Background: an optimization exercise with open tools, aiming at small area, a short achievable clock period and few clock cycles per item. Do not read the settings as production practice. RTL that was checked went through simulation tests only; none was proved equivalent to the original. No functional check of the RTL was part of runs 1 to 3. No activity file was given, so power comes from the tool's default toggle rates.

--- flow/design.v ---
`timescale 1ns / 1ns
module RegFile (
  input             clk,
  input             we,
  input      [ 4:0] wa,
  input      [31:0] wd,
  input      [ 4:0] ra1,
  input      [ 4:0] ra2,
  output reg [31:0] rd1,
  output reg [31:0] rd2
);
  reg [31:0] regs [1:31];
  integer i;
  always @(posedge clk) begin
    for (i = 1; i < 32; i = i + 1)
      if (we && wa == i) regs[i] <= wd;
  end
  always @(*) begin
    rd1 = 32'd0;
    rd2 = 32'd0;
    for (i = 1; i < 32; i = i + 1) begin
      rd1 = rd1 | (regs[i] & {32{ra1 == i}});
      rd2 = rd2 | (regs[i] & {32{ra2 == i}});
    end
  end
endmodule
`timescale 1ns / 1ns
module MulDiv (
  input         clk,
  input         rst,
  input         go,      
  input  [ 2:0] f3,
  input  [31:0] a,
  input  [31:0] b,
  output        done,
  input  [ 2:0] m_f3,
  output [31:0] res
);
  reg  [ 1:0] ph;    
  reg  [ 4:0] cnt;
  reg  [ 1:0] mk;    
  reg  [33:0] acc;   
  reg  [31:0] lo;    
  reg  [31:0] dv;    
  reg         an, qn;
  wire is_div = f3[2];
  wire a_sg = ~(f3[1] & f3[0]);    
  wire b_sg = ~f3[1];              
  wire [32:0] ma = {a_sg & a[31], a};
  wire [32:0] mb = {b_sg & b[31], b};
  wire last0 = (&mb[32:7])  | ~(|mb[32:7]);
  wire last1 = (&mb[32:15]) | ~(|mb[32:15]);
  wire last2 = (&mb[32:23]) | ~(|mb[32:23]);
  wire mlast = (cnt[1:0] == 2'd0) ? last0 :
               (cnt[1:0] == 2'd1) ? last1 :
               (cnt[1:0] == 2'd2) ? last2 : 1'b1;
  reg [7:0] by;
  reg       sb, pv;
  always @(*) begin
    case (cnt[1:0])
      2'd0: begin by = mb[7:0];   sb = mb[7];  pv = 1'b0;   end
      2'd1: begin by = mb[15:8];  sb = mb[15]; pv = mb[7];  end
      2'd2: begin by = mb[23:16]; sb = mb[23]; pv = mb[15]; end
      default: begin by = mb[31:24]; sb = mb[32]; pv = mb[23]; end
    endcase
  end
  wire [8:0] bb = {by, pv};
  wire [41:0] row [0:4];
  wire [3:0]  neg;
  wire [41:0] ma42 = {{9{ma[32]}}, ma};
  genvar k;
  generate
    for (k = 0; k < 4; k = k + 1) begin : booth
      wire b0 = bb[2*k], b1 = bb[2*k+1], b2 = bb[2*k+2];
      wire one = b0 ^ b1;
      wire two = (b2 & ~b1 & ~b0) | (~b2 & b1 & b0);
      assign neg[k] = b2 & ~(b1 & b0);
      wire [41:0] mag = ({42{one}} & ma42) | ({42{two}} & {ma42[40:0], 1'b0});
      wire [41:0] sgn = mag ^ {42{neg[k]}};
      assign row[k] = sgn << (2 * k);
    end
  endgenerate
  wire r4 = by[7] & ~sb;
  assign row[4] = {({42{r4}} & ma42)} << 8;
  wire [41:0] c1 = row[1] | {41'd0, neg[0]};
  wire [41:0] c2 = row[2] | {39'd0, neg[1], 2'd0};
  wire [41:0] c3 = row[3] | {37'd0, neg[2], 4'd0};
  wire [41:0] c4 = row[4] | {35'd0, neg[3], 6'd0};
  wire [41:0] c0 = row[0];
  wire [41:0] ca = (ph == 2'd0) ? 42'd0 : {{8{acc[33]}}, acc};
  wire [41:0] s1a = c0 ^ c1 ^ c2;
  wire [41:0] k1a = ((c0 & c1) | (c0 & c2) | (c1 & c2)) << 1;
  wire [41:0] s1b = c3 ^ c4 ^ ca;
  wire [41:0] k1b = ((c3 & c4) | (c3 & ca) | (c4 & ca)) << 1;
  wire [41:0] s2  = s1a ^ k1a ^ s1b;
  wire [41:0] k2  = ((s1a & k1a) | (s1a & s1b) | (k1a & s1b)) << 1;
  wire [41:0] s3  = s2 ^ k2 ^ k1b;
  wire [41:0] k3  = ((s2 & k2) | (s2 & k1b) | (k2 & k1b)) << 1;
  wire [41:0] t   = s3 + k3;
  wire sg    = ~f3[0];
  wire a_neg = sg & a[31];
  wire b_neg = sg & b[31];
  wire [31:0] aa = a_neg ? (~a + 32'd1) : a;
  wire [31:0] ba = b_neg ? (~b + 32'd1) : b;
  wire bz   = ~(|b);
  wire triv = bz | (aa < ba);
  function [4:0] msb;
    input [31:0] v;
    integer j;
    begin
      msb = 5'd0;
      for (j = 0; j < 32; j = j + 1)
        if (v[j]) msb = j;
    end
  endfunction
  wire [4:0] sh = msb(acc[31:0]) - msb(dv);
  wire [32:0] diff = {1'b0, acc[31:0]} - {1'b0, dv};
  wire ge = ~diff[32];
  assign done = is_div ? ((ph == 2'd0) ? triv : (ph == 2'd2) & (cnt == 5'd0)) : mlast;
  always @(posedge clk) begin
    if (rst) begin
      ph  <= 2'd0;
      cnt <= 5'd0;
    end else if (go) begin
      if (!is_div) begin
        acc <= t[41:8];
        lo  <= {t[7:0], lo[31:8]};
        if (mlast) begin
          ph  <= 2'd0;
          cnt <= 5'd0;
          mk  <= cnt[1:0];
        end else begin
          ph  <= 2'd2;
          cnt <= cnt + 5'd1;
        end
      end else begin
        case (ph)
          2'd0: begin
            acc <= {2'b00, aa};
            dv  <= ba;
            lo  <= {32{bz}};
            an  <= a_neg;
            qn  <= (a_neg ^ b_neg) & ~bz;
            if (!triv) ph <= 2'd1;
          end
          2'd1: begin
            dv  <= dv << sh;
            cnt <= sh;
            ph  <= 2'd2;
          end
          default: begin
            if (ge) acc[31:0] <= diff[31:0];
            lo <= {lo[30:0], ge};
            dv <= dv >> 1;
            if (cnt == 5'd0) ph <= 2'd0;
            else cnt <= cnt - 5'd1;
          end
        endcase
      end
    end
  end
  reg [31:0] mlo, mhi;
  always @(*) begin
    case (mk)
      2'd0: begin mlo = {acc[23:0], lo[31:24]}; mhi = {{22{acc[33]}}, acc[33:24]}; end
      2'd1: begin mlo = {acc[15:0], lo[31:16]}; mhi = {{14{acc[33]}}, acc[33:16]}; end
      2'd2: begin mlo = {acc[7:0],  lo[31:8]};  mhi = {{6{acc[33]}},  acc[33:8]};  end
      default: begin mlo = lo; mhi = acc[31:0]; end
    endcase
  end
  wire        nsel = m_f3[1] ? an : qn;
  wire [31:0] nin  = m_f3[1] ? acc[31:0] : lo;
  wire [31:0] dres = (nin ^ {32{nsel}}) + {31'd0, nsel};
  assign res = m_f3[2] ? dres : (m_f3[1:0] == 2'b00) ? mlo : mhi;
endmodule
`timescale 1ns / 1ns
module DatapathPipelined (
  input         clk,
  input         rst,
  output [31:0] pc_to_imem,
  input  [31:0] inst_from_imem,
  output [31:0] addr_to_dmem,
  input  [31:0] load_data_from_dmem,
  output [31:0] store_data_to_dmem,
  output [ 3:0] store_we_to_dmem,
  output        halt,
  output [31:0] trace_writeback_pc,
  output [31:0] trace_writeback_inst
);
  reg  [31:2] f_pc;
  reg         d_valid;
  reg  [31:2] d_pc;
  reg  [31:0] d_inst;
  reg         x_valid;
  reg  [31:2] x_pc;
  reg  [31:0] x_inst;
  reg  [31:0] x_a, x_b, x_sd;
  reg         x_cin;
  reg  [ 4:0] x_rd;
  reg  [ 2:0] x_f3;
  reg         x_wr, x_load, x_store, x_br, x_pred, x_jalr, x_halt, x_md;
  reg         x_sel_add, x_sel_slt, x_sel_xor, x_sel_or, x_sel_and;
  reg         x_sel_sll, x_sel_sr, x_sel_link, x_sra;
  reg         m_wr, m_load, m_md;
  reg  [ 4:0] m_rd;
  reg  [ 2:0] m_f3;
  reg  [31:0] m_res, m_sd;
  reg  [ 3:0] m_we;
  reg  [31:2] t_pc;
  reg  [31:0] t_inst;
  reg         t_halt;
  wire [31:0] md_res;
  reg  [31:0] m_ld;
  always @(*) begin
    case (m_f3[1:0])
      2'b00: begin
        case (m_res[1:0])
          2'd0: m_ld[7:0] = load_data_from_dmem[7:0];
          2'd1: m_ld[7:0] = load_data_from_dmem[15:8];
          2'd2: m_ld[7:0] = load_data_from_dmem[23:16];
          default: m_ld[7:0] = load_data_from_dmem[31:24];
        endcase
        m_ld[31:8] = {24{~m_f3[2] & m_ld[7]}};
      end
      2'b01: begin
        m_ld[15:0] = m_res[1] ? load_data_from_dmem[31:16] : load_data_from_dmem[15:0];
        m_ld[31:16] = {16{~m_f3[2] & m_ld[15]}};
      end
      default: m_ld = load_data_from_dmem;
    endcase
  end
  wire [31:0] m_wd = m_load ? m_ld : m_md ? md_res : m_res;
  wire [4:0] d_op  = d_inst[6:2];
  wire [2:0] d_f3  = d_inst[14:12];
  wire [4:0] d_rd  = d_inst[11:7];
  wire [4:0] d_rs1 = d_inst[19:15];
  wire [4:0] d_rs2 = d_inst[24:20];
  wire d_lui   = (d_op == 5'b01101);
  wire d_auipc = (d_op == 5'b00101);
  wire d_jal   = (d_op == 5'b11011);
  wire d_jalr  = (d_op == 5'b11001);
  wire d_br    = (d_op == 5'b11000);
  wire d_load  = (d_op == 5'b00000);
  wire d_store = (d_op == 5'b01000);
  wire d_opimm = (d_op == 5'b00100);
  wire d_oprr  = (d_op == 5'b01100);
  wire d_sys   = (d_op == 5'b11100);
  wire d_md    = d_oprr & d_inst[25];
  wire d_alu   = d_opimm | (d_oprr & ~d_inst[25]);
  wire d_pred  = d_br & d_inst[31];      
  wire d_wr   = ~(d_br | d_store | d_sys) & (d_rd != 5'd0);
  wire d_use1 = ~(d_lui | d_auipc | d_jal);
  wire d_use2 = d_oprr | d_store | d_br;
  wire [31:0] imm_i = {{20{d_inst[31]}}, d_inst[31:20]};
  wire [31:0] imm_s = {{20{d_inst[31]}}, d_inst[31:25], d_inst[11:7]};
  wire [31:0] imm_u = {d_inst[31:12], 12'b0};
  wire [31:2] imm_b = {{19{d_inst[31]}}, d_inst[31], d_inst[7], d_inst[30:25], d_inst[11:9]};
  wire [31:2] imm_j = {{11{d_inst[31]}}, d_inst[31], d_inst[19:12], d_inst[20], d_inst[30:22]};
  wire [31:0] d_imm = d_store ? imm_s : (d_lui | d_auipc) ? imm_u : imm_i;
  wire [31:2] d_tgt = d_pc + (d_jal ? imm_j : imm_b);
  wire d_slt = d_alu & (d_f3 == 3'b010 || d_f3 == 3'b011);
  wire d_sub = d_br | d_slt | (d_oprr & ~d_inst[25] & d_inst[30] & d_f3 == 3'b000);
  wire [31:0] rf1, rf2;
  RegFile rf (
    .clk(clk), .we(m_wr), .wa(m_rd), .wd(m_wd),
    .ra1(d_rs1), .ra2(d_rs2), .rd1(rf1), .rd2(rf2)
  );
  wire [31:0] x_res;
  wire        x_busy;
  wire x_hit1 = x_valid & x_wr & (x_rd == d_rs1);
  wire m_hit1 = m_wr & (m_rd == d_rs1);
  wire x_hit2 = x_valid & x_wr & (x_rd == d_rs2);
  wire m_hit2 = m_wr & (m_rd == d_rs2);
  wire [31:0] rs1v = x_hit1 ? x_res : m_hit1 ? m_wd : rf1;
  wire [31:0] rs2v = x_hit2 ? x_res : m_hit2 ? m_wd : rf2;
  wire x_late = x_load | x_md;    
  wire hazard = d_valid & x_late & ((d_use1 & x_hit1) | (d_use2 & x_hit2));
  wire x_fire = x_valid & ~x_busy;
  wire x_taken;
  wire redirect_x = x_fire & (x_jalr | (x_br & (x_taken ^ x_pred)));
  wire d_hold = x_busy | hazard;
  wire redirect_d = d_valid & (d_jal | d_pred) & ~d_hold & ~redirect_x;
  wire [31:0] x_sum;
  assign pc_to_imem = {f_pc, 2'b00};
  always @(posedge clk) begin
    if (rst)
      f_pc <= 30'd0;
    else if (redirect_x)
      f_pc <= x_jalr ? x_sum[31:2] : x_sd[31:2];
    else if (redirect_d)
      f_pc <= d_tgt;
    else if (!d_hold)
      f_pc <= f_pc + 30'd1;
  end
  always @(posedge clk) begin
    if (rst)
      d_valid <= 1'b0;
    else if (redirect_x || redirect_d)
      d_valid <= 1'b0;
    else if (!d_hold)
      d_valid <= 1'b1;
  end
  always @(posedge clk) begin
    if (!d_hold) begin
      d_pc   <= f_pc;
      d_inst <= inst_from_imem;
    end
  end
  always @(posedge clk) begin
    if (rst)
      x_valid <= 1'b0;
    else if (!x_busy)
      x_valid <= d_valid & ~hazard & ~redirect_x;
  end
  always @(posedge clk) begin
    if (!x_busy) begin
      x_pc    <= d_pc;
      x_inst  <= d_inst;
      x_a     <= d_lui ? 32'd0 : d_auipc ? {d_pc, 2'b00} : rs1v;
      x_b     <= (d_oprr | d_br ? rs2v : d_imm) ^ {32{d_sub}};
      x_sd    <= d_store ? rs2v : (d_br & ~d_pred) ? {d_tgt, 2'b00} : {f_pc, 2'b00};
      x_cin   <= d_sub;
      x_rd    <= d_rd;
      x_f3    <= d_f3;
      x_wr    <= d_wr;
      x_load  <= d_load;
      x_store <= d_store;
      x_br    <= d_br;
      x_pred  <= d_pred;
      x_jalr  <= d_jalr;
      x_halt  <= d_sys;
      x_md    <= d_md;
      x_sel_add  <= d_lui | d_auipc | d_load | d_store | (d_alu & d_f3 == 3'b000);
      x_sel_slt  <= d_slt;
      x_sel_xor  <= d_alu & d_f3 == 3'b100;
      x_sel_or   <= d_alu & d_f3 == 3'b110;
      x_sel_and  <= d_alu & d_f3 == 3'b111;
      x_sel_sll  <= d_alu & d_f3 == 3'b001;
      x_sel_sr   <= d_alu & d_f3 == 3'b101;
      x_sel_link <= d_jal | d_jalr;
      x_sra      <= d_inst[30];
    end
  end
  wire [32:0] sum33 = {1'b0, x_a} + {1'b0, x_b} + {32'd0, x_cin};
  assign x_sum = sum33[31:0];
  wire lt_u = ~sum33[32];
  wire lt_s = (x_a[31] == x_b[31]) ? x_a[31] : x_sum[31];    
  wire eq   = &(x_a ^ x_b);
  assign x_taken = x_f3[2] ? ((x_f3[1] ? lt_u : lt_s) ^ x_f3[0]) : (eq ^ x_f3[0]);
  wire [31:0] sll = x_a << x_b[4:0];
  wire signed [32:0] sra_in = {x_sra & x_a[31], x_a};
  wire [32:0] srx = sra_in >>> x_b[4:0];
  wire md_done;
  MulDiv md (
    .clk(clk), .rst(rst), .go(x_valid & x_md), .f3(x_f3),
    .a(x_a), .b(x_b), .done(md_done), .m_f3(m_f3), .res(md_res)
  );
  assign x_busy = x_valid & x_md & ~md_done;
  assign x_res = ({32{x_sel_add}}  & x_sum)
               | ({32{x_sel_slt}}  & {31'd0, x_f3[0] ? lt_u : lt_s})
               | ({32{x_sel_xor}}  & (x_a ^ x_b))
               | ({32{x_sel_or}}   & (x_a | x_b))
               | ({32{x_sel_and}}  & (x_a & x_b))
               | ({32{x_sel_sll}}  & sll)
               | ({32{x_sel_sr}}   & srx[31:0])
               | ({32{x_sel_link}} & x_sd);
  reg [3:0] x_we;
  always @(*) begin
    case (x_f3[1:0])
      2'b00:   x_we = 4'b0001 << x_sum[1:0];
      2'b01:   x_we = x_sum[1] ? 4'b1100 : 4'b0011;
      default: x_we = 4'b1111;
    endcase
  end
  always @(posedge clk) begin
    if (rst) begin
      m_wr <= 1'b0;
      m_we <= 4'd0;
    end else begin
      m_wr <= x_fire & x_wr;
      m_we <= (x_fire & x_store) ? x_we : 4'd0;
    end
    m_load <= x_load;
    m_md   <= x_md;
    m_rd   <= x_rd;
    m_f3   <= x_f3;
    m_res  <= x_res;
    m_sd   <= (x_f3[1:0] == 2'b00) ? {4{x_sd[7:0]}} :
              (x_f3[1:0] == 2'b01) ? {2{x_sd[15:0]}} : x_sd;
  end
  assign addr_to_dmem       = m_res;
  assign store_data_to_dmem = m_sd;
  assign store_we_to_dmem   = m_we;
  always @(posedge clk) begin
    if (rst) begin
      t_inst <= 32'd0;
      t_halt <= 1'b0;
    end else begin
      t_inst <= x_fire ? x_inst : 32'd0;
      t_halt <= x_fire & x_halt;
    end
    t_pc <= x_pc;
  end
  assign trace_writeback_pc   = {t_pc, 2'b00};
  assign trace_writeback_inst = t_inst;
  assign halt                 = t_halt;
endmodule
--- flow/run.sh ---
#!/bin/bash
# synth_recipe.tcl (not shown) runs the flow's synth.tcl, then flattens the netlist and writes it again
# the make line also repeats each setting of config.mk as NAME=value (left out here)
make -C /OpenROAD-flow-scripts/flow DESIGN_CONFIG=/design/flow/config.mk WORK_HOME=/design/flow/orfs CLKGATE_MAP_FILE= SYNTH_SCRIPT=/design/flow/synth_recipe.tcl finish
--- flow/config.mk ---
export PLATFORM = sky130hd
export DESIGN_NAME = DatapathPipelined
export DESIGN_NICKNAME = DatapathPipelined
export VERILOG_FILES = /design/flow/design.v
export SDC_FILE = /design/flow/constraint.sdc
export NUM_CORES = 4
export LEC_CHECK = 0
export CAP_MARGIN = 20
export CELL_PAD_IN_SITES_DETAIL_PLACEMENT = 1
export CELL_PAD_IN_SITES_GLOBAL_PLACEMENT = 2
export CORE_MARGIN = 2
export CORE_UTILIZATION = 30
export PLACE_DENSITY = 0.5
export SLEW_MARGIN = 20
--- flow/constraint.sdc ---
create_clock -name core_clock -period 20.0 [get_ports {clk}]
set_input_delay 4.0000 -clock core_clock [delete_from_list [all_inputs] [get_ports {clk}]]
set_output_delay 4.0000 -clock core_clock [all_outputs]
set_load 0.01 [all_outputs]
==> metrics.md, run 1 <==
| Metric | Value |
|---|---|
| Outcome | `timing/DRC/antenna clean` |
| Post-DP HPWL | `425 mm` |
| Synthesized instance count | `8,620` |
| R2R Setup Slk | `~12,000 ps` |
| Clock skew | `113 ps` |
| Global-route wire length before repair | `around 810 mm` |
| I/O pin count | `231` |
| CTS Root Buffer Type | `clkbuf_16` |
| # DRC | `0` |
| Primary FF master, synth | `edfxtp_1` |
| Sum Neg Setup Slack | `0 ps` |
| Clock buffer count from CTS | `~190` |
| Port bufs | `226` |
| CP startpoint kind | `flip-flop` |
| CP Class | `reg2reg` |
| Worst Hold Endpoint | `t_pc[15]` |
| Util after Layout | `between 30% and 40%` |
| Total gr overflow | `0` |
| Pwr per Cell Area | `around 120 nW/um^2` |
| Max Fclk | `121 MHz` |
| Max Cap Viol | `0` |
| Postcts setup bufs | `0` |
| Ys Warns | `4` |
| Antenna violations before repair | `between 40 and 50` |
| DR vias/cell | `6.50` |
| Synthesized area | `just over 90,000 sq um` |
| Post-synth EDFFs | `1,331` |
| First-pass iteration count of the detailed router | `10` |
| Cell with the most instances after synthesis | `edfxtp_1` |
| Pre-CTS WS | `about 11,000 ps` |
| Clock Latency Late Sink | `approximately 960 ps` |
| Clock buffer depth | `4` |
| Cells on worst reg2reg path | `24` |
| Avg WL per Cell | `roughly 48 um` |
| Vias in the first global route | `84.2k` |
| CP Data Required Time | `20,580 ps` |
| Synth async-reset ratio | `0%` |
| CP Capture Type | `flip-flop` |
| Total GRT Usage | `between 30% and 40%` |
| Unique cell type count in the Yosys netlist | `105` |
| CP arrival | `slightly below 9000 ps` |
| R2R Path End | `md.acc[23]` |
| Slew headroom | `between 6 and 7%` |
| Synth area leaders | `edfxtp_1 44%, a22oi_1 8.3%, dfxtp_1 3.9%, fa_1 3.2%, nand2_1 3.2%` |
| Die Wd | `approximately 560 um` |
| Peak VDD IR | `~110 uV` |
| Clock Pin Slew Worst Setup and Hold Paths | `around 60 ps` |
| Sequential share of the synthesized area | `between 40% and 50%` |
| Flops & latches, synth | `1,512` |
| Final setup fails | `0` |
| Final worst setup slack | `~12,000 ps` |
| Core area | `just over 300,000 sq um` |
| Synth top cells by count | `1,331 x edfxtp_1, 1,020 x a22oi_1, 782 x nand2_1, 560 x clkbuf_1, 514 x nor2_1` |
| Largest net degree at the start of global routing | `112` |
| DRT antenna net count | `0` |
| CTS tree | `yes` |
| Hold crit path type | `reg2reg` |
| GPL Wtd Cong | `1.00` |
| Worst R2R Start | `md.cnt[0]` |
| Syn Area/Cell | `between 10 and 15 sq um` |
| Minimum clock period | `roughly 8300 ps` |
| Yosys top cell by area | `edfxtp_1` |
| Static leakage | `38.8 nW` |
| Post-Route WL | `~620 mm` |
| Nets | `between 9k and 10k` |
| Num Clock Sinks | `around 1.5k` |
| Hold Buf Count CTS | `0` |
| Share of cells above drive strength 1 | `12.5%` |
| Max Slew Vio Count | `0` |
| Synth-to-Final Area Change | `16.3%` |
| Min-delay src | `x_pc[15]` |
| Vias post-DR | `roughly 85k` |
| Num rows | `about 200` |
| CTS resizes | `0` |
| Top-area cell type share of the netlist area | `~44%` |
| CP Max Fanout | `34` |
| Starting density of the core | `a little under a third` |
| Die area | `310,000 sq um` |
| Final number of hold-violating endpoints | `0` |
| CTS H-tree depth | `4` |
| Worst Max-Slew Pin Slew | `1400 ps` |
| Total power | `~13 mW` |
| Period Utilization, post-route | `between 40% and 50%` |
| 1st-iter DRT viols | `roughly 12k` |
| RSZ-0062 raised after global routing | `false` |
| Hold depth | `0` |
| Die Y | `557 um` |
-- worst max-delay path, cell delays in order, from the launching register on --
cell,delay (ps)
dfxtp_1,460
inv_1,120
ha_1,400
a222oi_1,540
mux2i_1,370
ha_1,390
buf_4,420
a22oi_1,190
xnor2_1,180
fa_1,550
inv_1,70
fa_1,480
inv_1,50
fa_1,450
ha_1,390
a21o_1,210
a21o_1,190
a2111oi_0,450
o21bai_1,140
a221oi_1,710
o21ai_0,310
a221o_1,400
a21oi_1,210
xor2_1,180
a221oi_1,90
-- cells by family (layout without fill, tap and decap cells) --
| logic type | count (synthesis) | after routing | synth area share, % |
|---|---|---|---|
| flip-flops | 1512 | 1512 | 47.5 |
| AND/OR/NAND/NOR | 2283 | 2283 | 11.8 |
| adder cells (fa/ha/maj) | 372 | 372 | 6.28 |
| XOR/XNOR | 428 | 428 | 4.08 |
| buffers and inverters | 1064 | 1347 | 4.58 |
| multiplexers | 366 | 366 | 5.68 |
| other | 1 | 23 | 0.00409 |
| AO/OA/AOI/OAI | 2594 | 2594 | 20.1 |
-- power by group --
part,switching (mW),internal [mW]
registers,0.144,3.65
logic,3.59,1.96
clock network,1.53,2.02
total,5.26,7.63
-- sequential cells by signal, indices dropped and copies added, names as in the netlist, 2 cells and up --
name	cells
d_inst	32
d_pc	30
f_pc	30
m_f3	3
m_rd	5
m_res	32
m_sd	32
m_we	4
md.acc	34
md.cnt	5
md.dv	32
md.lo	32
md.mk	2
md.ph	2
rf.regs	992
t_inst	32
t_pc	30
x_a	32
x_b	32
x_inst	32
x_pc	30
x_sd	32
-- placed cells by master, fill, tap and decap left out, types with 32 or more instances in the layout --
master and n:
o21ai_0 305, a22o_1 38, a21oi_1 358, a211oi_1 84
edfxtp_1 1331, xnor2_1 312, nor4_1 68, and3_1 84
nor3_1 168, xor2_1 110, dfxtp_1 179, nand3_1 219
clkbuf_16 193, o21a_1 35, o211ai_1 83, mux2i_1 163
clkbuf_1 40, mux4_2 110, nand2b_1 49, a21o_1 98
a221oi_1 74, buf_4 392, mux2_2 82, a31oi_1 61
fa_1 147, nor2_4 71, nor2b_1 48, nand4_1 110
inv_1 364, nor2_1 439, nand2_1 781, a222oi_1 84
ha_1 223, o31ai_1 48, clkinv_1 32, a22oi_1 1016
clkdlybuf4s50_1 225
-- area by class of cell --
type	instances	area [sq um]
tap	4100	5130
fill	33120	198000
inverter	377	1430
antenna	19	47.5
sequential	1512	43600
multi-input combinational	6047	44900
clock buffer	240	5080
timing repair buffer	635	5540
clock inverter	95	1080
-- worst max path at each step --
| stage | from | to | slack (ps) | cells after the start |
|---|---|---|---|---|
| 2_1_floorplan | load_data_from_dmem[31] | x_b[13] | 12880 | 9 |
| 3_3_place_gp | load_data_from_dmem[7] | x_b[11] | 11400 | 11 |
| 3_5_place_dp | load_data_from_dmem[7] | x_b[11] | 11370 | 11 |
| 4_1_cts | md.cnt[0] | md.acc[23] | 11720 | 24 |
| 5_1_grt | md.cnt[0] | md.acc[23] | 11340 | 25 |
| 6_report | md.cnt[0] | md.acc[23] | 11730 | 24 |
-- per-stage QoR --
step                instances  hold slack [ps]  instance area, sq um
finish                  13025              341                107000
global route            13008              347                107000
CTS                     13005              343                107000
detailed placement      12670              328                101000
global placement        12666              329                100000
floorplan                8623              323                 91800
-- per-layer routing --
layer,track usage (%),vias to the layer above,wire length [um]
met2,61.3,5040,280000
met4,28.1,10,53400
met3,6.30,1484,47000
li1,-,33377,-
met5,0,-,87
met1,48.0,44802,240000
==> inputs of run 2 (changes only) <==
--- a/flow/design.v
+++ b/flow/design.v
@@ -34,2 +34,4 @@
   input  [31:0] b,
+  input         load,    
+  input  [12:0] d_bsel,  
   output        done,
@@ -56,2 +58,3 @@
                (cnt[1:0] == 2'd2) ? last2 : 1'b1;
+  reg [12:0] bsel;
   reg [7:0] by;
@@ -60,5 +63,4 @@
     case (cnt[1:0])
-      2'd0: begin by = mb[7:0];   sb = mb[7];  pv = 1'b0;   end
-      2'd1: begin by = mb[15:8];  sb = mb[15]; pv = mb[7];  end
-      2'd2: begin by = mb[23:16]; sb = mb[23]; pv = mb[15]; end
+      2'd0: begin by = mb[15:8];  sb = mb[15]; pv = mb[7];  end
+      2'd1: begin by = mb[23:16]; sb = mb[23]; pv = mb[15]; end
       default: begin by = mb[31:24]; sb = mb[32]; pv = mb[23]; end
@@ -66,3 +68,10 @@
   end
-  wire [8:0] bb = {by, pv};
+  wire [12:0] n_bsel;
+  BoothSel nb (.by(by), .sb(sb), .pv(pv), .sel(n_bsel));
+  always @(posedge clk) begin
+    if (load)
+      bsel <= d_bsel;
+    else if (go && !is_div)
+      bsel <= n_bsel;
+  end
   wire [41:0] row [0:4];
@@ -73,6 +82,4 @@
     for (k = 0; k < 4; k = k + 1) begin : booth
-      wire b0 = bb[2*k], b1 = bb[2*k+1], b2 = bb[2*k+2];
-      wire one = b0 ^ b1;
-      wire two = (b2 & ~b1 & ~b0) | (~b2 & b1 & b0);
-      assign neg[k] = b2 & ~(b1 & b0);
+      wire one = bsel[3*k], two = bsel[3*k+1];
+      assign neg[k] = bsel[3*k+2];
       wire [41:0] mag = ({42{one}} & ma42) | ({42{two}} & {ma42[40:0], 1'b0});
@@ -82,4 +89,3 @@
   endgenerate
-  wire r4 = by[7] & ~sb;
-  assign row[4] = {({42{r4}} & ma42)} << 8;
+  assign row[4] = {({42{bsel[12]}} & ma42)} << 8;
   wire [41:0] c1 = row[1] | {41'd0, neg[0]};
@@ -175,2 +181,20 @@
 endmodule
+module BoothSel (
+  input  [ 7:0] by,
+  input         sb,
+  input         pv,
+  output [12:0] sel
+);
+  wire [8:0] bb = {by, pv};
+  genvar k;
+  generate
+    for (k = 0; k < 4; k = k + 1) begin : enc
+      wire b0 = bb[2*k], b1 = bb[2*k+1], b2 = bb[2*k+2];
+      assign sel[3*k]   = b0 ^ b1;
+      assign sel[3*k+1] = (b2 & ~b1 & ~b0) | (~b2 & b1 & b0);
+      assign sel[3*k+2] = b2 & ~(b1 & b0);
+    end
+  endgenerate
+  assign sel[12] = by[7] & ~sb;
+endmodule
 `timescale 1ns / 1ns
@@ -208,2 +232,7 @@
   reg  [ 3:0] m_we;
+  reg         w_wr, w_load;
+  reg  [ 4:0] w_rd;
+  reg  [ 2:0] w_f3;
+  reg  [ 1:0] w_off;
+  reg  [31:0] w_reg;
   reg  [31:2] t_pc;
@@ -212,22 +241,23 @@
   wire [31:0] md_res;
-  reg  [31:0] m_ld;
+  wire [31:0] m_fwd = m_md ? md_res : m_res;
+  reg  [31:0] w_ld;
   always @(*) begin
-    case (m_f3[1:0])
+    case (w_f3[1:0])
       2'b00: begin
-        case (m_res[1:0])
-          2'd0: m_ld[7:0] = load_data_from_dmem[7:0];
-          2'd1: m_ld[7:0] = load_data_from_dmem[15:8];
-          2'd2: m_ld[7:0] = load_data_from_dmem[23:16];
-          default: m_ld[7:0] = load_data_from_dmem[31:24];
+        case (w_off)
+          2'd0: w_ld[7:0] = w_reg[7:0];
+          2'd1: w_ld[7:0] = w_reg[15:8];
+          2'd2: w_ld[7:0] = w_reg[23:16];
+          default: w_ld[7:0] = w_reg[31:24];
         endcase
-        m_ld[31:8] = {24{~m_f3[2] & m_ld[7]}};
+        w_ld[31:8] = {24{~w_f3[2] & w_ld[7]}};
       end
       2'b01: begin
-        m_ld[15:0] = m_res[1] ? load_data_from_dmem[31:16] : load_data_from_dmem[15:0];
-        m_ld[31:16] = {16{~m_f3[2] & m_ld[15]}};
+        w_ld[15:0] = w_off[1] ? w_reg[31:16] : w_reg[15:0];
+        w_ld[31:16] = {16{~w_f3[2] & w_ld[15]}};
       end
-      default: m_ld = load_data_from_dmem;
+      default: w_ld = w_reg;
     endcase
   end
-  wire [31:0] m_wd = m_load ? m_ld : m_md ? md_res : m_res;
+  wire [31:0] w_data = w_load ? w_ld : w_reg;
   wire [4:0] d_op  = d_inst[6:2];
@@ -264,3 +294,3 @@
   RegFile rf (
-    .clk(clk), .we(m_wr), .wa(m_rd), .wd(m_wd),
+    .clk(clk), .we(w_wr), .wa(w_rd), .wd(w_data),
     .ra1(d_rs1), .ra2(d_rs2), .rd1(rf1), .rd2(rf2)
@@ -271,8 +301,14 @@
   wire m_hit1 = m_wr & (m_rd == d_rs1);
+  wire w_hit1 = w_wr & (w_rd == d_rs1);
   wire x_hit2 = x_valid & x_wr & (x_rd == d_rs2);
   wire m_hit2 = m_wr & (m_rd == d_rs2);
-  wire [31:0] rs1v = x_hit1 ? x_res : m_hit1 ? m_wd : rf1;
-  wire [31:0] rs2v = x_hit2 ? x_res : m_hit2 ? m_wd : rf2;
-  wire x_late = x_load | x_md;    
-  wire hazard = d_valid & x_late & ((d_use1 & x_hit1) | (d_use2 & x_hit2));
+  wire w_hit2 = w_wr & (w_rd == d_rs2);
+  wire [31:0] rs1v = x_hit1 ? x_res : m_hit1 ? m_fwd : w_hit1 ? w_data : rf1;
+  wire [31:0] rs2v = x_hit2 ? x_res : m_hit2 ? m_fwd : w_hit2 ? w_data : rf2;
+  wire x_late = x_load | x_md;
+  wire hazard = d_valid & (
+                (d_use1 & ((x_hit1 & x_late) | (m_hit1 & m_load))) |
+                (d_use2 & ((x_hit2 & x_late) | (m_hit2 & m_load))));
+  wire [12:0] d_bsel;
+  BoothSel db (.by(rs2v[7:0]), .sb(rs2v[7]), .pv(1'b0), .sel(d_bsel));
   wire x_fire = x_valid & ~x_busy;
@@ -355,3 +391,4 @@
     .clk(clk), .rst(rst), .go(x_valid & x_md), .f3(x_f3),
-    .a(x_a), .b(x_b), .done(md_done), .m_f3(m_f3), .res(md_res)
+    .a(x_a), .b(x_b), .load(~x_busy), .d_bsel(d_bsel),
+    .done(md_done), .m_f3(m_f3), .res(md_res)
   );
@@ -394,2 +431,13 @@
   always @(posedge clk) begin
+    if (rst)
+      w_wr <= 1'b0;
+    else
+      w_wr <= m_wr;
+    w_load <= m_load;
+    w_rd   <= m_rd;
+    w_f3   <= m_f3;
+    w_off  <= m_res[1:0];
+    w_reg  <= m_load ? load_data_from_dmem : m_fwd;
+  end
+  always @(posedge clk) begin
     if (rst) begin
==> run 2 against run 1 <==
Net effect: synthesized area increased by 2.1%; non-clock buffer count rose by 3; synthesized cell count rose by 2.6%; die area up 2.0%; clock skew is 2.9 ps lower; worst hold slack hardly changed; clock power up 5%; combinational power rose by 15%; cell count is 2.3% higher; critical endpoint is now x_pc[18]; routed wire length decreased by 2.9%; clock-buffer cell count up 1; global-route usage is 2.0 points lower.
==> metrics.md, run 2 <==
| Metric | Value |
|---|---|
| Outcome | `timing/DRC/antenna clean` |
| Max Slew Vio Count | `0 (unchanged)` |
| First-pass iteration count of the detailed router | `8 (-2)` |
| CP Data Required Time | `20,470 ps (-110 ps)` |
| Vias in the first global route | `83.6k (-0.67%)` |
| R2R Path End | `x_pc[18]` |
| Sum Neg Setup Slack | `0 ps (unchanged)` |
| Cells on worst reg2reg path | `20 (-17%)` |
| GPL Wtd Cong | `0.933 (-6.7%)` |
| Biggest regs | `rf.regs x992, md.acc x34` |
| CP Capture Type | `flip-flop` |
| Num rows | `205 (+0.99%)` |
| Internal | `8.20 mW (+7.6%)` |
| Die Y | `563 um (+1.0%)` |
| Yosys top cell by area | `edfxtp_1` |
| DR vias/cell | `6.33 (-2.7%)` |
| Starting density of the core | `30.1% (about the same)` |
| CP Class | `reg2reg` |
| CTS resizes | `0 (unchanged)` |
| Min-delay src | `x_pc[7]` |
| Synth-to-Final Area Change | `16.2%` |
| CTS tree | `yes` |
| Flops & latches, synth | `1,569 (+3.8%)` |
| Util after Layout | `35.0% (about the same)` |
| Die Wd | `563 um (+1.0%)` |
| DRT antenna net count | `0 (unchanged)` |
| Clock buffer depth | `4 (unchanged)` |
| Sequential cell area | `44,900 sq um (+2.9%)` |
| Commonest non-fill, non-tap cell in the layout | `edfxtp_1` |
| Largest net degree at the start of global routing | `76 (-32%)` |
| Ys Warns | `4 (unchanged)` |
| Net Switching | `5.90 mW (+12%)` |
| RSZ-0062 raised after global routing | `false` |
| Antenna violations before repair | `47 (-2.1%)` |
| Minimum clock period | `8020 ps (-244 ps)` |
| Primary FF master, synth | `edfxtp_1` |
| R2R Setup Slk | `11,980 ps (+240 ps)` |
| Avg WL per Cell | `45.2 um (-5.0%)` |
| Clock skew | `110 ps (-2.86 ps)` |
| Nets | `9,428 (+2.5%)` |
| Max Fclk | `125 MHz (+3.0%)` |
| Multi-input gate area | `45,400 sq um (+1.2%)` |
| Top-area cell type share of the netlist area | `43.1% (-0.49 points)` |
| Pwr per Cell Area | `130 nW/um^2 (+7.3%)` |
| Worst Hold Endpoint | `t_pc[7]` |
| Syn Area/Cell | `10.6 sq um (-0.49%)` |
| Max Cap Viol | `0 (unchanged)` |
| Comb pwr share | `45.4% (+2.3 points)` |
| Compound-cell area share of the yosys netlist | `19.6% (-0.54 points)` |
| Synth Area in Adders | `6.16% (-0.13 points)` |
| Synthesized area | `93,600 sq um (+2.1%)` |
| Postcts setup bufs | `0 (unchanged)` |
| CTS H-tree depth | `4 (unchanged)` |
| Post-synth EDFFs | `1,343 (+0.90%)` |
| # DRC | `0 (unchanged)` |
| Worst Max-Slew Pin Slew | `1200 ps (-193 ps)` |
| Global-route wire length before repair | `791 mm (-2.4%)` |
| Num Clock Sinks | `1,569 (+3.8%)` |
| Period Utilization, post-route | `40.1% (-1.2 points)` |
| CP startpoint kind | `flip-flop` |
| Synth top cells by count | `1,343 x edfxtp_1, 984 x a22oi_1, 865 x nand2_1, 601 x nor2_1, 495 x clkbuf_1` |
| Cell with the most instances after synthesis | `edfxtp_1` |
| Synthesized instance count | `8,840 (+2.6%)` |
| CTS Root Buffer Type | `clkbuf_16` |
| Synth area leaders | `edfxtp_1 43%, a22oi_1 7.9%, dfxtp_1 4.8%, nand2_1 3.5%, fa_1 3.2%` |
| Final setup fails | `0 (unchanged)` |
| CP arrival | `8490 ps (-360 ps)` |
| Xor/xnor share of the synthesized area | `4.41% (+0.33 points)` |
| Clock buffer count from CTS | `195 (+4.8%)` |
| Largest family of logic cells by synthesized area | `compound AO/OA/AOI/OAI gates` |
| Share of cells above drive strength 1 | `12.1% (-0.35 points)` |
| Flop pwr share | `28.2% (-1.2 points)` |
| Clock Latency Late Sink | `950 ps (about the same)` |
| Slew headroom | `19.0% (+13 points)` |
| Unique cell type count in the Yosys netlist | `114 (+8.6%)` |
| Total gr overflow | `0 (unchanged)` |
| Hold Buf Count CTS | `0 (unchanged)` |
| Final number of hold-violating endpoints | `0 (unchanged)` |
| Sequential share of the synthesized area | `47.9% (+0.39 points)` |
| Hold depth | `0 (unchanged)` |
| Net Sw Frac | `41.8% (+1.0 points)` |
| Hold crit path type | `reg2reg` |
| Most frequent cells in the layout | `1,343 x edfxtp_1, 984 x a22oi_1, 861 x nand2_1` |
| Clock share of power | `26.3% (-1.2 points)` |
| Max FFs per register | `992 (unchanged)` |
| Core area | `311,000 sq um (+2.0%)` |
| Clock Pin Slew Worst Setup and Hold Paths | `60 ps (about the same)` |
| Synth async-reset ratio | `0% (unchanged)` |
| CP Max Fanout | `57 (+68%)` |
| Port bufs | `226 (unchanged)` |
| Post-synthesis simple-gate area fraction | `12.2% (+0.40 points)` |
| I/O pin count | `231 (unchanged)` |
| Post-DP HPWL | `419 mm (-1.3%)` |
| Top reg by flops | `rf.regs` |
| Total GRT Usage | `36.9% (-2.0 points)` |
| Mux share of post-synthesis cell area | `5.29% (-0.39 points)` |
| Die area | `317,000 sq um (+2.0%)` |
| Worst R2R Start | `x_a[4]` |
| Fill count | `33.8k (+2.1%)` |
| 1st-iter DRT viols | `10.8k (-12%)` |
| Vias post-DR | `84.3k (-0.49%)` |
| Peak VDD IR | `167 uV (+47%)` |
| Static leakage | `39.6 nW (+2.2%)` |
| Post-Route WL | `602 mm (-2.9%)` |
-- run 2: changes by cell type in the layout (fill, tap and decap cells not counted), moves of 22 or more --
cell     change
xor2_1      +64
a22oi_1     -32
nor3_1      -22
a21o_1      -35
dfxtp_1     +44
mux2_2      -29
nor2_1      +94
nand2_1     +80
o21ai_0     +69
and2_1      +45
nand3_1     -45
xnor2_1     -23
a221o_1     +31
-- run 2: metrics by stage --
stage               hold slack, ps  setup WS [ps]  power [mW]  instances  area [sq um]
floorplan                      323          10120        7.92       8843         93700
global placement               327          12120        10.4      12927        102000
detailed placement             328          12110        10.4      12928        102000
CTS                            341          12050        14.1      13288        109000
global route                   349          11590        14.8      13300        109000
finish                         341          11980        14.1      13319        109000
-- run 2: power by group through the flow --
stage / Clock, mW / Sequential [mW] / Combinational, mW
2_1_floorplan: 0 / 3.98 / 3.94
3_3_place_gp: 0 / 4.05 / 6.33
3_5_place_dp: 0 / 4.05 / 6.31
4_1_cts: 3.76 / 3.98 / 6.36
5_1_grt: 3.87 / 3.98 / 6.94
6_report: 3.71 / 3.98 / 6.41
-- run 2: cell families (layout without fill, tap and decap cells) --
logic type / count (synthesis) / count (layout)
AO/OA/AOI/OAI: 2605 / 2605
AND/OR/NAND/NOR: 2419 / 2419
flip-flops: 1569 / 1569
buffers and inverters: 1061 / 1371
XOR/XNOR: 470 / 470
adder cells (fa/ha/maj): 372 / 372
multiplexers: 343 / 343
other: 1 / 30
-- run 2: cell type report --
type                            instances  area share, %
Antenna cell                           26         0.0598
Tap cell                             4140           4.76
Inverter                              373           1.29
Sequential cell                      1569           41.2
Timing Repair Buffer                  638           4.97
Clock inverter                        119           1.19
Multi-Input combinational cell       6213           41.7
Clock buffer                          241           4.77
-- run 2: worst max-delay path: stages, from the launching register on --
cell and delay [ps]:
edfxtp_1 380, buf_4 230, or3_1 400, nor3_2 240
nand2_1 110, nor3_1 350, nand2_1 210, nor3_1 520
a21oi_1 170, xnor2_1 270, ha_1 300, a21oi_1 210
nand2_1 100, nor4_1 420, nand3_1 170, o21ai_2 320
or3_4 260, buf_4 670, buf_4 540, buf_4 770
buf_4 810
-- run 2: routing by layer --
layer,share of wire (%),GRT usage [%],vias to the layer above
li1,-,-,33895
met1,40,46.2,44698
met3,6.6,5.39,1177
met5,0.013,0,-
met4,6.8,21.7,12
met2,47,60.4,4514
-- run 2: how the worst max path moves through the flow --
stage            from     endpoint  cells after the start
2_1_floorplan  x_a[4]  md.bsel[11]                     19
3_5_place_dp   x_b[1]    x_inst[0]                     19
6_report       x_a[4]     x_pc[18]                     20
4_1_cts        x_a[1]     x_pc[26]                     19
5_1_grt        x_b[1]   x_inst[29]                     19
3_3_place_gp   x_a[1]    x_inst[0]                     19
==> inputs of run 3 (changes only) <==
==> flow/flow/run.sh (new file) <==
#!/bin/bash
# Standard ORFS layout (the standard.sh, standard synthesis), with the
# timing repair steps asked for extra setup slack so that they also shorten
# the achieved clock period. Constraints and clock period are unchanged.
set -euo pipefail
MARGIN=13.5
bash standard.sh SETUP_SLACK_MARGIN=$MARGIN finish > flow_make.log 2>&1
==> flow/standard.sh (new file) <==
#!/bin/bash
# synth_recipe.tcl (not shown) runs the flow's synth.tcl, then flattens the netlist and writes it again
# the make line also repeats each setting of config.mk as NAME=value (left out here)
make -C /OpenROAD-flow-scripts/flow DESIGN_CONFIG=/design/flow/config.mk WORK_HOME=/design/flow/orfs CLKGATE_MAP_FILE= SYNTH_SCRIPT=/design/flow/synth_recipe.tcl "${@:-finish}"
removed: flow/run.sh
==> run 3 against run 2 <==
Net effect: sequential cell count unchanged; design area about the same; the layout now fails its checks (capacitance limit, slew limit); cell count about the same; global-route usage increased by 0.30 points; highest routed layer unchanged; combinational power about the same; maximum frequency increased by 20%; synthesized cell count unchanged; via count increased by 0.46%; critical path type unchanged.
==> metrics.md, run 3 <==
| Metric | Value |
|---|---|
| CTS Root Buffer Type | `clkbuf_16` |
| Yosys top cell by area | `edfxtp_1` |
| DR vias/cell | `6.36 (+0.45%)` |
| Post-synth EDFFs | `1,343 (unchanged)` |
| Post-route cell area | `109,000 sq um (about the same)` |
| Global-route wire length before repair | `798 mm (+0.80%)` |
| Cell with the most instances after synthesis | `edfxtp_1` |
| GPL Wtd Cong | `0.945 (+1.3%)` |
| 1st-iter DRT viols | `11.5k (+7.0%)` |
| Synth-to-Final Area Change | `16.3% (about the same)` |
| Met1 usage | `47.0% (+0.81 points)` |
| Synthesized area | `93,600 sq um (unchanged)` |
| Period Utilization, post-route | `33.3% (-6.8 points)` |
| # DRC | `0 (unchanged)` |
| Sequential share of the synthesized area | `47.9% (unchanged)` |
| Met3 usage | `5.83% (+0.44 points)` |
| Primary FF master, synth | `edfxtp_1` |
| CP arrival | `7240 ps (-1250 ps)` |
| Slew headroom | `-17.6% (-37 points)` |
| Most frequent cells in the layout | `1,343 x edfxtp_1, 984 x a22oi_1, 855 x nand2_1` |
| Hold Buf Count CTS | `0 (unchanged)` |
| Starting density of the core | `30.1% (unchanged)` |
| Mux share of post-synthesis cell area | `5.29% (unchanged)` |
| Max Fclk | `150 MHz (+20%)` |
| Total GRT Usage | `37.2% (+0.30 points)` |
| Ys Warns | `4 (unchanged)` |
| Dpl cell area | `102,000 sq um (+0.11%)` |
| Nets | `9,447 (+0.20%)` |
| Largest family of logic cells by synthesized area | `compound AO/OA/AOI/OAI gates` |
| Max Cap Viol | `1 (+1)` |
| CP Data Required Time | `20,580 ps (+110 ps)` |
| Sum Neg Setup Slack | `0 ps (unchanged)` |
| SO Faults | `capacitance limit, slew limit` |
| CTS H-tree depth | `4 (unchanged)` |
| Pwr per Cell Area | `129 nW/um^2 (-0.60%)` |
| Vias post-DR | `84.7k (+0.46%)` |
| Die Y | `563 um (unchanged)` |
| Outcome | `finished with violations` |
| Port bufs | `226 (unchanged)` |
| Max Slew Vio Count | `3 (+3)` |
| Synth area leaders | `edfxtp_1 43%, a22oi_1 7.9%, dfxtp_1 4.8%, nand2_1 3.5%, fa_1 3.2%` |
| Syn Area/Cell | `10.6 sq um (unchanged)` |
| Antenna violations before repair | `53 (+13%)` |
| First-pass iteration count of the detailed router | `7 (-1)` |
| Num Clock Sinks | `1,569 (unchanged)` |
| Total gr overflow | `0 (unchanged)` |
| Compound-cell area share of the yosys netlist | `19.6% (unchanged)` |
| Largest net degree at the start of global routing | `88 (+16%)` |
| Num rows | `205 (unchanged)` |
| Minimum clock period | `6660 ps (-1360 ps)` |
| Synthesized instance count | `8,840 (unchanged)` |
| Top-area cell type share of the netlist area | `43.1% (unchanged)` |
| DRT antenna net count | `0 (unchanged)` |
| Xor/xnor share of the synthesized area | `4.41% (unchanged)` |
| Clock buffer count from CTS | `196 (+0.51%)` |
| Synth async-reset ratio | `0% (unchanged)` |
| Clock buffer depth | `4 (unchanged)` |
| CTS tree | `yes` |
| Post-synthesis simple-gate area fraction | `12.2% (unchanged)` |
| Post-Route WL | `607 mm (+0.82%)` |
| CP Capture Type | `flip-flop` |
| Unique cell type count in the Yosys netlist | `114 (unchanged)` |
| Most Used Layer, Global Route | `met2` |
| CP startpoint kind | `flip-flop` |
| Util after Layout | `35.0% (about the same)` |
| Final setup fails | `0 (unchanged)` |
| Share of cells above drive strength 1 | `12.3% (+0.19 points)` |
| Clock Pin Slew Worst Setup and Hold Paths | `60 ps (about the same)` |
| Hold crit path type | `reg2reg` |
| Flops & latches, synth | `1,569 (unchanged)` |
| RSZ-0062 raised after global routing | `true` |
| Final worst setup slack | `13,340 ps (+1360 ps)` |
| Clock Latency Late Sink | `930 ps (-20 ps)` |
| Post-DP HPWL | `416 mm (-0.70%)` |
| Peak VDD IR | `133 uV (-21%)` |
| Top reg by flops | `rf.regs` |
| Final number of hold-violating endpoints | `0 (unchanged)` |
| Met2 usage | `60.6% (+0.19 points)` |
| Synth top cells by count | `1,343 x edfxtp_1, 984 x a22oi_1, 865 x nand2_1, 601 x nor2_1, 495 x clkbuf_1` |
| Biggest regs | `rf.regs x992, md.acc x34` |
| Synth Area in Adders | `6.16% (unchanged)` |
| Static leakage | `39.6 nW (about the same)` |
| Clock skew | `89.6 ps (-20.1 ps)` |
| Commonest non-fill, non-tap cell in the layout | `edfxtp_1` |
| Vias in the first global route | `83.9k (+0.37%)` |
| Die Wd | `563 um (unchanged)` |
| I/O pin count | `231 (unchanged)` |
| Avg WL per Cell | `45.6 um (+0.81%)` |
| Worst Max-Slew Pin Slew | `1750 ps (+547 ps)` |
| Pre-CTS WS | `12,940 ps (+833 ps)` |
| CP Class | `reg2reg` |
| Die area | `317,000 sq um (unchanged)` |
| Core area | `311,000 sq um (unchanged)` |
| Max FFs per register | `992 (unchanged)` |
| CP Max Fanout | `13 (-77%)` |
==> run 3: changes by cell type in the layout (fill, tap and decap cells not counted), moves of 5 or more <==
cell,delta
buf_12,+6
buf_4,+9
bufinv_16,-11
clkbuf_1,+8
clkbuf_16,+5
clkbuf_8,+5
clkinv_1,-9
diode_2,-9
nand2_1,-6
nand2_2,+5
==> run 3: layout make-up <==
type | instances | area [sq um]
fillers | 33933 | 202000
multi-input cells | 6215 | 45500
flip-flops and latches | 1569 | 44900
repair buffers | 654 | 5590
clock buffers | 259 | 5410
well taps | 4140 | 5180
inverters | 373 | 1410
clock inverters | 93 | 862
diodes | 17 | 42.5
==> run 3: metal layers <==
layer / share of wire [%] / vias up / wire (um)
met5: 0.015 / - / 90
met4: 6.7 / 14 / 40600
met3: 7.4 / 1304 / 44700
met2: 47 / 4702 / 283000
met1: 39 / 44741 / 239000
li1: - / 33920 / -
==> run 3: timing repair <==
action	4_1_cts	5_1_grt
gates resized for setup	11	16
pin swaps	0	3
setup buffers	6	12
endpoints found under the setup margin	52	213
gates cloned	1	1
==> run 3: power breakdown <==
part	switching, mW	total [mW]	leakage [nW]	internal (mW)
logic	4.17	6.43	21.8	2.26
clock network	1.57	3.61	3.07	2.03
registers	0.162	3.99	14.7	3.83
total	5.90	14.0	39.6	8.12
==> run 3: final timing paths <==
kind / cells after the start / endpoint / start / slack [ps]
max: 11 / x_a[2] / d_inst[16] / 13340
min: 0 / t_pc[22] / x_pc[22] / 340
min reg2reg: 0 / t_pc[22] / x_pc[22] / 340
max reg2reg: 11 / x_a[2] / d_inst[16] / 13340
==> run 3: critical path, cell delays in order, from the launching register on <==
cell,delay (ps)
edfxtp_1,950
nand2_1,750
nor2_4,840
buf_4,510
buf_4,460
a221oi_1,140
and3_1,200
a31oi_1,830
o21ai_0,560
nand2_1,200
o21ai_0,160
o21ai_0,610
==> run 3: cell families after synthesis <==
family,count (synthesis)
compound gates,2605
simple gates,2419
flops,1569
buf+inv,1061
xor+xnor,470
fa+ha+maj,372
mux,343
other cells,1
==> run 3: per-stage QoR <==
step	instances	hold WS [ps]	total power, mW
2_1_floorplan	8843	323	7.92
3_3_place_gp	12929	326	10.4
3_5_place_dp	12931	328	10.4
4_1_cts	13290	342	14.0
5_1_grt	13309	342	14.7
6_report	13320	341	14.0
==> inputs of run 4 (changes only) <==
--- a/flow/design.v
+++ b/flow/design.v
@@ -45,3 +45,3 @@
   reg  [31:0] lo;    
-  reg  [31:0] dv;    
+  reg  [32:0] dv;    
   reg         an, qn;
@@ -121,5 +121,9 @@
   endfunction
-  wire [4:0] sh = msb(acc[31:0]) - msb(dv);
-  wire [32:0] diff = {1'b0, acc[31:0]} - {1'b0, dv};
-  wire ge = ~diff[32];
+  wire [4:0] sh = msb(acc[31:0]) - msb(dv[31:0]);
+  wire [33:0] d1  = {2'b00, acc[31:0]} - {1'b0, dv};
+  wire        ge1 = ~d1[33];
+  wire [31:0] r1  = ge1 ? d1[31:0] : acc[31:0];
+  wire [33:0] d2  = {2'b00, r1} - {2'b00, dv[32:1]};
+  wire        ge2 = ~d2[33];
+  wire [31:0] r2  = ge2 ? d2[31:0] : r1;
   assign done = is_div ? ((ph == 2'd0) ? triv : (ph == 2'd2) & (cnt == 5'd0)) : mlast;
@@ -145,3 +149,3 @@
             acc <= {2'b00, aa};
-            dv  <= ba;
+            dv  <= {1'b0, ba};
             lo  <= {32{bz}};
@@ -152,4 +156,4 @@
           2'd1: begin
-            dv  <= dv << sh;
-            cnt <= sh;
+            dv  <= dv << {sh[4:1], 1'b1};
+            cnt <= {1'b0, sh[4:1]};
             ph  <= 2'd2;
@@ -157,5 +161,5 @@
           default: begin
-            if (ge) acc[31:0] <= diff[31:0];
-            lo <= {lo[30:0], ge};
-            dv <= dv >> 1;
+            acc[31:0] <= r2;
+            lo <= {lo[29:0], ge1, ge2};
+            dv <= dv >> 2;
             if (cnt == 5'd0) ph <= 2'd0;
@@ -237,5 +241,2 @@
   reg  [31:0] w_reg;
-  reg  [31:2] t_pc;
-  reg  [31:0] t_inst;
-  reg         t_halt;
   wire [31:0] md_res;
@@ -344,2 +345,3 @@
   end
+  wire x_new = ~x_busy & d_valid & ~hazard & ~redirect_x;
   always @(posedge clk) begin
@@ -348,3 +350,13 @@
     else if (!x_busy)
-      x_valid <= d_valid & ~hazard & ~redirect_x;
+      x_valid <= x_new;
+  end
+  always @(posedge clk) begin
+    if (rst) begin
+      x_inst <= 32'd0;
+      x_halt <= 1'b0;
+    end else begin
+      x_inst <= x_new ? d_inst : 32'd0;
+      x_halt <= x_new & d_sys;
+    end
+    x_pc <= d_pc;
   end
@@ -352,4 +364,2 @@
     if (!x_busy) begin
-      x_pc    <= d_pc;
-      x_inst  <= d_inst;
       x_a     <= d_lui ? 32'd0 : d_auipc ? {d_pc, 2'b00} : rs1v;
@@ -366,3 +376,2 @@
       x_jalr  <= d_jalr;
-      x_halt  <= d_sys;
       x_md    <= d_md;
@@ -441,15 +450,5 @@
   end
-  always @(posedge clk) begin
-    if (rst) begin
-      t_inst <= 32'd0;
-      t_halt <= 1'b0;
-    end else begin
-      t_inst <= x_fire ? x_inst : 32'd0;
-      t_halt <= x_fire & x_halt;
-    end
-    t_pc <= x_pc;
-  end
-  assign trace_writeback_pc   = {t_pc, 2'b00};
-  assign trace_writeback_inst = t_inst;
-  assign halt                 = t_halt;
+  assign trace_writeback_pc   = {x_pc, 2'b00};
+  assign trace_writeback_inst = x_inst;
+  assign halt                 = x_halt;
 endmodule
--- a/flow/flow/run.sh
+++ b/flow/flow/run.sh
@@ -4,4 +4,5 @@
 # the achieved clock period. Constraints and clock period are unchanged.
+# Gate cloning is skipped: a cloned driver was left over its slew limit.
 set -euo pipefail
-MARGIN=13.5
-bash standard.sh SETUP_SLACK_MARGIN=$MARGIN finish > flow_make.log 2>&1
+MARGIN=15
+bash standard.sh SETUP_SLACK_MARGIN=$MARGIN SKIP_GATE_CLONING=1 finish > flow_make.log 2>&1
==> run 4 against run 3 <==
Net effect: maximum frequency increased by 14%; cell count increased by 4.1%; sequential share of layout area shrank 4.5 points; combinational power increased by 24%; clock-buffer cell count is 15 lower; synthesized cell count grew 1.2%; total power is 9.2% higher; the run now finishes clean; non-clock buffer count rose by 477; clock power shrank 1%; sequential cell count fell by 53; register-to-register slack improved by 800 ps; sequential power decreased by 5%; highest routed layer unchanged.
==> metrics.md, run 4 <==
| Metric | Value |
|---|---|
| Worst Hold Endpoint | `m_md` |
| CP Max Fanout | `6 (-7)` |
| Ys Warns | `4 (unchanged)` |
| Nets | `10.0k (+6.3%)` |
| Starting density of the core | `30.2% (+0.065 points)` |
| Num Clock Sinks | `1,516 (-3.4%)` |
| Biggest regs | `rf.regs x992, md.acc x34, md.dv x33` |
| GPL Wtd Cong | `0.927 (-1.9%)` |
| Post-synth EDFFs | `1,290 (-3.9%)` |
| Clock buffer depth | `4 (unchanged)` |
| Flop pwr share | `24.8% (-3.7 points)` |
| Commonest non-fill, non-tap cell in the layout | `edfxtp_1` |
| Peak VDD IR | `197 uV (+48%)` |
| Port bufs | `226 (unchanged)` |
| Die Wd | `561 um (-0.26%)` |
| Total gr overflow | `0 (unchanged)` |
| Worst R2R Start | `md.dv[16]` |
| I/O pin count | `231 (unchanged)` |
| Flops & latches, synth | `1,516 (-3.4%)` |
| CP Class | `reg2reg` |
| Comb pwr share | `51.9% (+6.1 points)` |
| Final number of hold-violating endpoints | `0 (unchanged)` |
| Largest net degree at the start of global routing | `77 (-13%)` |
| Vias post-DR | `88.5k (+4.5%)` |
| DR vias/cell | `6.38 (+0.30%)` |
| Pwr per Cell Area | `129 nW/um^2 (+0.34%)` |
| Total GRT Usage | `38.6% (+1.4 points)` |
| Synth-to-Final Area Change | `27.2%` |
| Outcome | `timing/DRC/antenna clean` |
| CTS Root Buffer Type | `clkbuf_16` |
| Top Family by Delay on Critical Path | `compound AO/OA/AOI/OAI gates` |
| Clock share of power | `23.3% (-2.4 points)` |
| CTS H-tree depth | `4 (unchanged)` |
| Synthesized instance count | `8,942 (+1.2%)` |
| Clock buffer count from CTS | `188 (-4.1%)` |
| Max incr delay on CP | `450 ps (-500 ps)` |
| Hold crit path type | `reg2reg` |
| Primary FF master, synth | `edfxtp_1` |
| Yosys top cell by area | `edfxtp_1` |
| Internal | `8.71 mW (+7.2%)` |
| Vias in the first global route | `87.6k (+4.4%)` |
| Max Cap Viol | `0 (-1)` |
| Sequential share of the synthesized area | `46.4% (-1.5 points)` |
| Synth area leaders | `edfxtp_1 42%, a22oi_1 8.4%, dfxtp_1 4.9%, ha_1 3.4%, fa_1 3.2%` |
| Static leakage | `43.6 nW (+10%)` |
| Top reg by flops | `rf.regs` |
| Die Y | `561 um (-0.26%)` |
| Net Sw Frac | `43.1% (+1.1 points)` |
| First-pass iteration count of the detailed router | `8 (+1)` |
| CTS tree | `yes` |
| Top-area cell type share of the netlist area | `41.6% (-1.5 points)` |
| Min-delay src | `x_md` |
| Hold depth | `0 (unchanged)` |
| Post-DP HPWL | `419 mm (+0.58%)` |
| Sum Neg Setup Slack | `0 ps (unchanged)` |
| Global-route wire length before repair | `827 mm (+3.7%)` |
| # DRC | `0 (unchanged)` |
| Post-Route WL | `634 mm (+4.3%)` |
| Crit path from | `md.dv[16]` |
| Antenna violations before repair | `59 (+11%)` |
| 1st-iter DRT viols | `11.6k (+0.87%)` |
| Max FFs per register | `992 (unchanged)` |
| Die area | `315,000 sq um (-0.52%)` |
| Unique cell type count in the Yosys netlist | `115 (+0.88%)` |
| Final setup fails | `0 (unchanged)` |
| Net Switching | `6.61 mW (+12%)` |
| Clock Latency Late Sink | `910 ps (-20 ps)` |
| Max Slew Vio Count | `0 (-3)` |
| Minimum clock period | `5860 ps (-798 ps)` |
| Fill count | `33.2k (-2.2%)` |
| CP Capture Type | `flip-flop` |
| Period Utilization, post-route | `29.3% (-4.0 points)` |
| R2R Path End | `md.acc[17]` |
| Worst Max-Slew Pin Slew | `1260 ps (-493 ps)` |
| Clock skew | `76.2 ps (-13.4 ps)` |
| Share of cells above drive strength 1 | `25.2% (+13 points)` |
| Clock Pin Slew Worst Setup and Hold Paths | `60 ps (about the same)` |
| Most frequent cells in the layout | `1,290 x edfxtp_1, 1,019 x a22oi_1, 701 x nand2_1` |
| RSZ-0062 raised after global routing | `true` |
| Cells on worst reg2reg path | `26 (+15)` |
| Synth top cells by count | `1,290 x edfxtp_1, 1,046 x a22oi_1, 729 x nand2_1, 637 x nor2_1, 518 x clkbuf_1` |
| Buf+Inv Stages, Crit Path | `8 (+6)` |
| Syn Area/Cell | `10.4 sq um (-1.7%)` |
| Slew headroom | `15.4% (+33 points)` |
| R2R Setup Slk | `14,140 ps (+800 ps)` |
| Synth async-reset ratio | `0% (unchanged)` |
| DRT antenna net count | `0 (unchanged)` |
| CP max stage cell | `edfxtp_1` |
| Avg WL per Cell | `45.7 um (+0.18%)` |
| Num rows | `204 (-0.49%)` |
| Cell with the most instances after synthesis | `edfxtp_1` |
| CP arrival | `6450 ps (-790 ps)` |
| Max Fclk | `171 MHz (+14%)` |
| Synthesized area | `93,200 sq um (-0.52%)` |
| CP startpoint kind | `flip-flop` |
| Util after Layout | `38.4% (+3.4 points)` |
| CP Data Required Time | `20,590 ps (about the same)` |
| Core area | `309,000 sq um (-0.73%)` |
[run 4: cell families (layout without fill, tap and decap cells)]
group,after synthesis,count (layout),share of synthesized area [%]
XOR/XNOR,486,486,4.57
buffers and inverters,1058,1835,4.50
multiplexers,339,339,4.96
AND/OR/NAND/NOR,2358,2358,11.9
AO/OA/AOI/OAI,2780,2780,21.0
other,1,33,0.00403
flip-flops,1516,1516,46.4
adder cells (fa/ha/maj),404,404,6.63
[run 4: final cells by class]
cell class / count / area, sq um / share of cell area [%]
Clock inverter: 99 / 1050 / 0.885
Timing Repair Buffer: 1131 / 11800 / 9.96
Antenna cell: 29 / 72.6 / 0.0612
Inverter: 361 / 1420 / 1.19
Tap cell: 4120 / 5150 / 4.35
Multi-Input combinational cell: 6371 / 50400 / 42.5
Sequential cell: 1516 / 43500 / 36.7
Clock buffer: 244 / 5120 / 4.32
[run 4: metal layers]
metal	track usage (%)	vias up	part of all wire [%]
met1	47.9	46798	39
met4	22.5	10	7.2
li1	-	35390	-
met5	0	-	0.011
met3	5.89	1433	7.3
met2	63.6	4821	47
[run 4: power groups by stage]
stage	combinational [mW]	sequential (mW)	clock [mW]
2_1_floorplan	4.26	3.79	0
3_3_place_gp	6.95	3.88	0
3_5_place_dp	6.96	3.88	0
4_1_cts	7.74	3.79	3.59
5_1_grt	8.45	3.79	3.70
6_report	7.95	3.80	3.57
[run 4: worst reg2reg max path, cell delays in order (launching register included)]
cell      delay, ps
edfxtp_1        450
inv_2           130
ha_1            260
a2111o_1        420
or2_2           350
o21ai_4         190
o211ai_1        100
buf_4           160
o21ai_4         140
buf_12          140
and2_4          220
mux2_4          350
buf_4           140
fa_2            370
a211oi_2        230
o211ai_1        130
buf_4           170
a21oi_4         200
o31ai_4         130
o221ai_4        210
o31ai_4         120
o22a_4          300
buf_6           150
buf_16          140
buf_12          150
o21ai_2         120
o211ai_1         90
[run 4: repair_timing]
action                                   CTS  global route
pin swaps                                160           211
setup buffers                            392           132
resized for setup                       1556           519
hold buffers                               0             0
endpoints found under the setup margin   668           528
[run 4: worst max-delay path by stage]
stage	slack (ps)	end	cells after the start
finish	14140	md.acc[17]	26
global placement	11940	md.acc[13]	21
global route	13880	md.acc[29]	25
detailed placement	11930	md.acc[29]	20
CTS	14120	md.acc[29]	25
floorplan	14090	md.acc[0]	4
[run 4: per-stage QoR]
step | worst slack, ps | cells | total power, mW | instance area (sq um) | hold WS, ps
detailed placement | 11930 | 12975 | 10.8 | 102000 | 402
finish | 14140 | 13871 | 15.3 | 118000 | 431
floorplan | 14090 | 8945 | 8.05 | 94100 | 332
CTS | 14120 | 13710 | 15.1 | 115000 | 433
global placement | 11940 | 12972 | 10.8 | 102000 | 403
global route | 13880 | 13851 | 15.9 | 118000 | 446
Testbench counts of run 4, summed over its fixed seeds: cycles 218,843, instrs 148,298.

what the ideal ports hide:
Ports are ideal in the flow. The routed layouts listed here were re-timed in OpenROAD. Step 1 (the two cells are an assumption about what drives the block):
set clk [get_ports {clk}]
set_driving_cell -lib_cell sky130_fd_sc_hd__clkbuf_16 $clk
set_driving_cell -lib_cell sky130_fd_sc_hd__buf_2 [delete_from_list [all_inputs] $clk]
Step 2, shift: input delay + t, output delay - t, t = (earliest + latest rising clock arrival at the registers) / 2. This alone moves slack from input paths to output paths. Slacks: ideal / step 1 / step 2; pairs: ideal / step 1.
run | t, ns | setup WS [ns] | worst setup path after step 2 | slew at the worst register clock pin (ns) | worst slew at a driven data input, ns
run 1 | 1.016 | 11.731 / 11.731 / 11.314 | input to register | 0.07 / 0.07 | 0.08
run 2 | 0.999 | 11.975 / 11.975 / 11.975 | register to register | 0.08 / 0.08 | 0.18
run 3 | 0.978 | 13.340 / 13.340 / 13.340 | register to register | 0.07 / 0.07 | 0.29
run 4 | 0.981 | 14.138 / 14.138 / 13.747 | input to register | 0.07 / 0.07 | 0.30
For run 1, which loses most, drivers alone change the setup slack by 0.000 ns; drivers and shift together by -0.417 ns.
